This design comes from an exercise in tuning for small area on the open sky130 flow, not from production work.
Where RTL was checked, it was by simulation tests only, not by an equivalence proof against the original.
No driver is modelled on the clock port, so clocking that relies on it looks cheaper here than on a real chip.

epsilon:
// control_led
module control_led(
  input   pclk,
  input   rst,
  input   button,
  output reg  [7:0] led
);
export LEC_CHECK = 0
export CAP_MARGIN = 20
export CORE_MARGIN = 2
export CORE_UTILIZATION = 40
export SLEW_MARGIN = 20
create_clock -name core_clock -period 10.0 [get_ports {pclk}]
standard.sh (not shown) runs the stock make flow with config.mk's settings and CLKGATE_MAP_FILE= SYNTH_SCRIPT=/design/flow/synth_recipe.tcl, a recipe that flattens the netlist after the stock synthesis.
==> flow/flow/run.sh <==
#!/bin/bash
# Own layout flow: the standard synthesis, its combinational logic
# re-mapped for area with every register kept as the standard synthesis made
# it (several ABC runs with different seeds, the smallest kept), then the
# standard ORFS layout steps, with the smallest buffer on the ports and a
# clock tree of small clock buffers.
set -euo pipefail
W=$(pwd)
R=$W/orfs/results/$FLOW_PLATFORM/control_led/base
LIB=$FLOW_HOME/platforms/$FLOW_PLATFORM/lib/sky130_fd_sc_hd__tt_025C_1v80.lib
YOSYS=$FLOW_HOME/../tools/install/yosys/bin/yosys
[[ -x $YOSYS ]] || YOSYS=yosys

bash standard.sh synth > "$W/flow_1_synth.log" 2>&1
cp "$R/1_2_yosys.v" "$R/1_2_yosys_standard.v"

mkdir -p "$W/resynth"
for s in 1 2 3 4; do
  printf 'strash\n&get -n\n&deepsyn -T 90 -S %s\n&st\n&dch -f\n&nf -R 1000\n&put\n' "$s" > "$W/resynth/abc_$s.scr"
  RS_LIB=$LIB RS_IN=$R/1_2_yosys_standard.v RS_OUT=$W/resynth/net_$s.v RS_ABC=$W/resynth/abc_$s.scr \
    "$YOSYS" -c flow/resynth.tcl > "$W/flow_2_resynth_$s.log" 2>&1 &
done
wait
best=""; best_area=""
for s in 1 2 3 4; do
  a=$(awk '/Chip area for module/ {print $NF}' "$W/resynth/net_$s.v.stat")
  echo "seed $s area $a" >> "$W/flow_2_resynth_pick.log"
  if [[ -z $best ]] || awk -v a="$a" -v b="$best_area" 'BEGIN{exit !(a<b)}'; then best=$s; best_area=$a; fi
done
echo "picked seed $best" >> "$W/flow_2_resynth_pick.log"
cp "$W/resynth/net_$best.v" "$R/1_2_yosys.v"
rm -f "$R/1_synth.odb" "$R/1_synth.sdc"

bash standard.sh "BUFFER_PORTS_ARGS=-buffer_cell sky130_fd_sc_hd__buf_1" \
  "CTS_ARGS=-buf_list {sky130_fd_sc_hd__clkbuf_4 sky130_fd_sc_hd__clkbuf_8} -root_buf sky130_fd_sc_hd__clkbuf_4 -dont_use_dummy_load -sink_clustering_enable -repair_clock_nets" \
  finish > "$W/flow_3_layout.log" 2>&1
==> flow/flow/resynth.tcl <==
# Re-map the combinational logic of the standard synthesis for area, keeping
# every register instance (name, cell type and connections) as it is.
set lib $::env(RS_LIB)
set in  $::env(RS_IN)
set out $::env(RS_OUT)
set scr $::env(RS_ABC)
yosys read_liberty -ignore_miss_func -ignore_miss_dir $lib
yosys read_verilog $in
yosys hierarchy -top control_led
# registers (and anything else with state) stay as cell instances
foreach p {*__df* *__edf* *__sdf* *__sedf* *__dl* *__conb*} { yosys setattr -mod -set keep_hierarchy 1 $p }
yosys flatten
yosys rename -hide w:*.*
yosys opt_clean
yosys abc -script $scr -liberty $lib -dont_use *lpflow* -dont_use *probe*
yosys opt_clean -purge
yosys splitnets
yosys opt_clean -purge
yosys hilomap -singleton -hicell sky130_fd_sc_hd__conb_1 HI -locell sky130_fd_sc_hd__conb_1 LO
yosys select control_led
yosys tee -o $out.stat stat -liberty $lib
yosys write_verilog -noattr -nohex -nodec -selected $out
For alpha, these inputs were changed with respect to epsilon:
==> flow/flow/run.sh <==
#!/bin/bash
# Own layout flow: the standard synthesis, its combinational logic
# re-mapped for area with every register kept as the standard synthesis made
# it, then the standard ORFS layout steps (port buffers of the smallest buffer).
set -euo pipefail
W=$(pwd)
R=$W/orfs/results/$FLOW_PLATFORM/control_led/base
LIB=$FLOW_HOME/platforms/$FLOW_PLATFORM/lib/sky130_fd_sc_hd__tt_025C_1v80.lib
YOSYS=$FLOW_HOME/../tools/install/yosys/bin/yosys
[[ -x $YOSYS ]] || YOSYS=yosys

bash standard.sh synth > "$W/flow_1_synth.log" 2>&1
cp "$R/1_2_yosys.v" "$R/1_2_yosys_standard.v"

RS_LIB=$LIB RS_IN=$R/1_2_yosys_standard.v RS_OUT=$R/1_2_yosys.v RS_ABC=$W/flow/abc.scr \
  "$YOSYS" -c flow/resynth.tcl > "$W/flow_2_resynth.log" 2>&1
rm -f "$R/1_synth.odb" "$R/1_synth.sdc"

bash standard.sh "BUFFER_PORTS_ARGS=-buffer_cell sky130_fd_sc_hd__buf_1" "CTS_ARGS=-buf_list {sky130_fd_sc_hd__clkbuf_4 sky130_fd_sc_hd__clkbuf_8} -root_buf sky130_fd_sc_hd__clkbuf_4 -dont_use_dummy_load -sink_clustering_enable -repair_clock_nets" finish \
  > "$W/flow_3_layout.log" 2>&1
==> flow/flow/abc.scr (new file) <==
strash
ifraig
scorr
dc2
strash
&get -n
&st
&dch -f
&nf -R 1000 -a
&put
--- outcome ---
On area overhead of the layout relative to synthesis: between alpha and epsilon, it ends up lower for alpha.
Looking at end point of the critical path, the led[6] result is from alpha; the led[3] one comes from epsilon.
Sort alpha and epsilon by design area desc -> top: alpha
Between alpha and epsilon, number of optimization iterations in the first detailed-route pass is higher for alpha, epsilon comes in under that.
[alpha vs epsilon] post-layout minimum cycle time: lower in alpha

## run 1
Another version of the RTL of control_led (not shown whole).
For scale: ~170 cells after synthesis, about 11 I/O pins.
export LEC_CHECK = 0
export CAP_MARGIN = 20
export CORE_MARGIN = 2
export CORE_UTILIZATION = 40
export SLEW_MARGIN = 20
create_clock -name core_clock -period 10.0 [get_ports {pclk}]
==> flow/flow/run.sh <==
#!/bin/bash
# Own layout flow: the standard synthesis, its combinational logic
# re-mapped for area with every register kept as the standard synthesis made
# it, then the standard ORFS layout steps (port buffers of the smallest buffer).
set -euo pipefail
W=$(pwd)
R=$W/orfs/results/$FLOW_PLATFORM/control_led/base
LIB=$FLOW_HOME/platforms/$FLOW_PLATFORM/lib/sky130_fd_sc_hd__tt_025C_1v80.lib
YOSYS=$FLOW_HOME/../tools/install/yosys/bin/yosys
[[ -x $YOSYS ]] || YOSYS=yosys

bash standard.sh synth > "$W/flow_1_synth.log" 2>&1
cp "$R/1_2_yosys.v" "$R/1_2_yosys_standard.v"

RS_LIB=$LIB RS_IN=$R/1_2_yosys_standard.v RS_OUT=$R/1_2_yosys.v RS_ABC=$W/flow/abc.scr \
  "$YOSYS" -c flow/resynth.tcl > "$W/flow_2_resynth.log" 2>&1
rm -f "$R/1_synth.odb" "$R/1_synth.sdc"

bash standard.sh "BUFFER_PORTS_ARGS=-buffer_cell sky130_fd_sc_hd__buf_1" "CTS_ARGS=-buf_list sky130_fd_sc_hd__clkbuf_8 -root_buf sky130_fd_sc_hd__clkbuf_8 -dont_use_dummy_load -repair_clock_nets" finish \
  > "$W/flow_3_layout.log" 2>&1
==> flow/flow/abc.scr <==
strash
ifraig
scorr
dc2
strash
&get -n
&st
&dch -f
&nf -R 1000 -a
&put
Scripts as last shown in full above: flow/flow/resynth.tcl
The following lists how run 2 was set up differently from run 1:
# run 1
export LEC_CHECK = 0
export CAP_MARGIN = 20
export CORE_MARGIN = 2
export CORE_UTILIZATION = 40
export SLEW_MARGIN = 20
create_clock -name core_clock -period 10.0 [get_ports {pclk}]
# run 2
export LEC_CHECK = 0
export CAP_MARGIN = 20
export CORE_MARGIN = 2
export CORE_UTILIZATION = 60
export SLEW_MARGIN = 20
create_clock -name core_clock -period 10.0 [get_ports {pclk}]
--- a/flow/flow/run.sh
+++ b/flow/flow/run.sh
@@ -19 +19 @@
-bash standard.sh "BUFFER_PORTS_ARGS=-buffer_cell sky130_fd_sc_hd__buf_1" "CTS_ARGS=-buf_list sky130_fd_sc_hd__clkbuf_8 -root_buf sky130_fd_sc_hd__clkbuf_8 -dont_use_dummy_load -repair_clock_nets" finish \
+bash standard.sh "BUFFER_PORTS_ARGS=-buffer_cell sky130_fd_sc_hd__buf_1" "CTS_ARGS=-buf_list sky130_fd_sc_hd__clkbuf_2 sky130_fd_sc_hd__clkbuf_4 -root_buf sky130_fd_sc_hd__clkbuf_4 -dont_use_dummy_load -sink_clustering_enable -repair_clock_nets" finish \
Findings:
Run 2 is listed as incomplete: the tool reported an error in clock tree synthesis and the run ended there. Relative to run 1, the die height of run 2 is lower by 12 um. Comparing run 2 against run 1, there is no change at all in synthesized cell count. In the reports for run 1 and run 2, the larger number of rows in the core area belongs to run 1. Relative to run 1, run 2 improves placement-stage worst setup slack. Run 1 -> run 2: global placement routability congestion decreased by a little under 10%. Delta (run 2 minus run 1): estimated wirelength of the detail-placed design decreased 190 um; placed instance count shows a reduction of 20.
Here is what was changed in the inputs of run 3 compared with run 2.
# run 2
export LEC_CHECK = 0
export CAP_MARGIN = 20
export CORE_MARGIN = 2
export CORE_UTILIZATION = 60
export SLEW_MARGIN = 20
create_clock -name core_clock -period 10.0 [get_ports {pclk}]
# run 3
export LEC_CHECK = 0
export CAP_MARGIN = 20
export CORE_MARGIN = 2
export CORE_UTILIZATION = 40
export SLEW_MARGIN = 20
create_clock -name core_clock -period 10.0 [get_ports {pclk}]
--- a/flow/flow/run.sh
+++ b/flow/flow/run.sh
@@ -19 +19 @@
-bash standard.sh "BUFFER_PORTS_ARGS=-buffer_cell sky130_fd_sc_hd__buf_1" "CTS_ARGS=-buf_list sky130_fd_sc_hd__clkbuf_2 sky130_fd_sc_hd__clkbuf_4 -root_buf sky130_fd_sc_hd__clkbuf_4 -dont_use_dummy_load -sink_clustering_enable -repair_clock_nets" finish \
+bash standard.sh "BUFFER_PORTS_ARGS=-buffer_cell sky130_fd_sc_hd__buf_1" finish \
Run 3 finished end to end and its layout was clean on timing, DRC and antenna.
Going from run 2 to run 3, HPWL after detailed placement shows an increase of about 10%, die outline width shows an increase of 21%, row count shows an increase of 5, area of the mapped netlist shows no meaningful change.
Initial standard-cell utilization of the core in run 3 vs run 2: down 23 points
Sort run 2 and run 3 by placed instance count asc -> top: run 2
Cmp run 3 vs run 2: placer congestion estimate higher in run 3
No run of this note included a check of the RTL's function; only the layout flow was run.

== before ==
Another version of the RTL of control_led (not shown whole).
For scale: about 160 cells after synthesis, roughly 11 I/O pins, ~1500 µm² of cells after synthesis.
## control_led
module control_led(
  input   pclk,
  input   rst,
  input   button,
  output reg  [7:0] led
);
Settings: LEC_CHECK=0, CAP_MARGIN=20, CORE_MARGIN=2, CORE_UTILIZATION=40, SLEW_MARGIN=20; clock period 10.0 ns.
==> flow/flow/run.sh <==
#!/bin/bash
# Own layout flow: the standard synthesis, its combinational logic
# re-mapped for area with every register kept as the standard synthesis made
# it (several ABC runs with different seeds, the smallest kept), then the
# standard ORFS layout steps, with the smallest buffer on the ports and a
# clock tree of small clock buffers.
set -euo pipefail
W=$(pwd)
R=$W/orfs/results/$FLOW_PLATFORM/control_led/base
LIB=$FLOW_HOME/platforms/$FLOW_PLATFORM/lib/sky130_fd_sc_hd__tt_025C_1v80.lib
YOSYS=$FLOW_HOME/../tools/install/yosys/bin/yosys
[[ -x $YOSYS ]] || YOSYS=yosys

bash standard.sh synth > "$W/flow_1_synth.log" 2>&1
cp "$R/1_2_yosys.v" "$R/1_2_yosys_standard.v"

mkdir -p "$W/resynth"
for s in $(seq 1 16); do
  printf 'strash\n&get -n\n&deepsyn -T 60 -S %s\n&st\n&dch -f\n&nf -R 1000\n&put\n' "$s" > "$W/resynth/abc_$s.scr"
  RS_LIB=$LIB RS_IN=$R/1_2_yosys_standard.v RS_OUT=$W/resynth/net_$s.v RS_ABC=$W/resynth/abc_$s.scr \
    "$YOSYS" -c flow/resynth.tcl > "$W/flow_2_resynth_$s.log" 2>&1 &
  if (( s % 4 == 0 )); then wait; fi
done
wait
best=""; best_area=""
for s in $(seq 1 16); do
  a=$(awk '/Chip area for module/ {print $NF}' "$W/resynth/net_$s.v.stat")
  echo "seed $s area $a" >> "$W/flow_2_resynth_pick.log"
  if [[ -z $best ]] || awk -v a="$a" -v b="$best_area" 'BEGIN{exit !(a<b)}'; then best=$s; best_area=$a; fi
done
echo "picked seed $best" >> "$W/flow_2_resynth_pick.log"
cp "$W/resynth/net_$best.v" "$R/1_2_yosys.v"
rm -f "$R/1_synth.odb" "$R/1_synth.sdc"

bash standard.sh "BUFFER_PORTS_ARGS=-buffer_cell sky130_fd_sc_hd__buf_1" \
  "CTS_ARGS=-buf_list {sky130_fd_sc_hd__clkbuf_4 sky130_fd_sc_hd__clkbuf_8} -root_buf sky130_fd_sc_hd__clkbuf_4 -dont_use_dummy_load -sink_clustering_enable -repair_clock_nets" \
  "POST_CTS_TCL=$W/flow/fix_clock.tcl" finish > "$W/flow_3_layout.log" 2>&1
==> flow/flow/fix_clock.tcl <==
set block [ord::get_db_block]
set big [[ord::get_db] findMaster sky130_fd_sc_hd__clkbuf_8]
set n_up 0
foreach inst [$block getInsts] {
  if {![string match "clkbuf_*" [$inst getName]]} { continue }
  if {[[$inst getMaster] getName] ne "sky130_fd_sc_hd__clkbuf_4"} { continue }
  set net [[$inst findITerm X] getNet]
  if {$net eq "NULL"} { continue }
  set sinks 0
  foreach it [$net getITerms] { if {[$it getInst] != $inst} { incr sinks } }
  if {$sinks >= 12} { $inst swapMaster $big; incr n_up }
}
puts "fix_clock: upsized $n_up clock buffers"
if {$n_up > 0} {
  detailed_placement
  check_placement -verbose
  estimate_parasitics -placement
}
Scripts as last shown in full above: flow/flow/resynth.tcl
before finished all stages; the layout is clean.
Setup changes, before to after
diff --git a/flow/flow/run.sh b/flow/flow/run.sh
--- a/flow/flow/run.sh
+++ b/flow/flow/run.sh
@@ -17,4 +17,4 @@
 mkdir -p "$W/resynth"
-for s in $(seq 1 16); do
-  printf 'strash\n&get -n\n&deepsyn -T 60 -S %s\n&st\n&dch -f\n&nf -R 1000\n&put\n' "$s" > "$W/resynth/abc_$s.scr"
+for s in 1 2 3 4 5 6 7 8; do
+  printf 'strash\n&get -n\n&deepsyn -T 90 -S %s\n&st\n&dch -f\n&nf -R 1000\n&put\n' "$s" > "$W/resynth/abc_$s.scr"
   RS_LIB=$LIB RS_IN=$R/1_2_yosys_standard.v RS_OUT=$W/resynth/net_$s.v RS_ABC=$W/resynth/abc_$s.scr \
@@ -25,3 +25,3 @@
 best=""; best_area=""
-for s in $(seq 1 16); do
+for s in 1 2 3 4 5 6 7 8; do
   a=$(awk '/Chip area for module/ {print $NF}' "$W/resynth/net_$s.v.stat")
@@ -36,2 +36,2 @@
   "CTS_ARGS=-buf_list {sky130_fd_sc_hd__clkbuf_4 sky130_fd_sc_hd__clkbuf_8} -root_buf sky130_fd_sc_hd__clkbuf_4 -dont_use_dummy_load -sink_clustering_enable -repair_clock_nets" \
-  "POST_CTS_TCL=$W/flow/fix_clock.tcl" finish > "$W/flow_3_layout.log" 2>&1
+  finish > "$W/flow_3_layout.log" 2>&1
removed: flow/flow/fix_clock.tcl
[summary]
- before -> after: routability congestion estimate decreased by a few percent
- Critical path depth: after vs before down 1
- The global-route wire length before repair in after sits 210 µm above the value recorded for before.
- Going from before to after, the area taken by multi-input logic gates was found to have gone up by about 1.3%.
- Of before and after, the lower length of routed met2 wiring belongs to before.
- Going from before to after, clock skew went down 0.0076 ns; die height went up about 0.35%; met3 track utilization from global routing increased by 1.3 points relative to the old numbers; wire length rose 96 µm.
- | clock insertion delay at the later pin of the skew report | before vs after | ≈ equal |

-- separate check: timing with driven ports --
No port has a modelled driver above. Below, the same layouts with a new extraction and two added sets of constraints. Step 1: set_driving_cell puts a clkbuf_16 on pclk and a buf_2 on each other input, an assumption about the parent block. Step 2 also shifts input and output timing later by t, the mid clock arrival at the registers, as if the neighbouring blocks saw the same clock. a / b / c = ideal / step 1 / step 2; a / b = the first two.
run | t, ns | setup slack, ns | latest minus earliest clock arrival (ns)
epsilon | 0.352 | 6.749 / 6.749 / 6.397 | 0.018 / 0.018
alpha | 0.354 | 7.049 / 7.026 / 6.832 | 0.018 / 0.017
run 1 | 0.311 | 6.897 / 6.895 / 6.584 | 0.010 / 0.010
run 3 | 0.315 | 6.878 / 6.876 / 6.562 | 0.009 / 0.009
before | 0.360 | 6.834 / 6.832 / 6.472 | 0.023 / 0.024
after | 0.357 | 6.758 / 6.751 / 6.394 | 0.016 / 0.016
After both steps setup and hold are still met in every run listed. The setup slack of after, which loses most, moves by -0.007 ns with the drivers and by -0.364 ns with both steps.
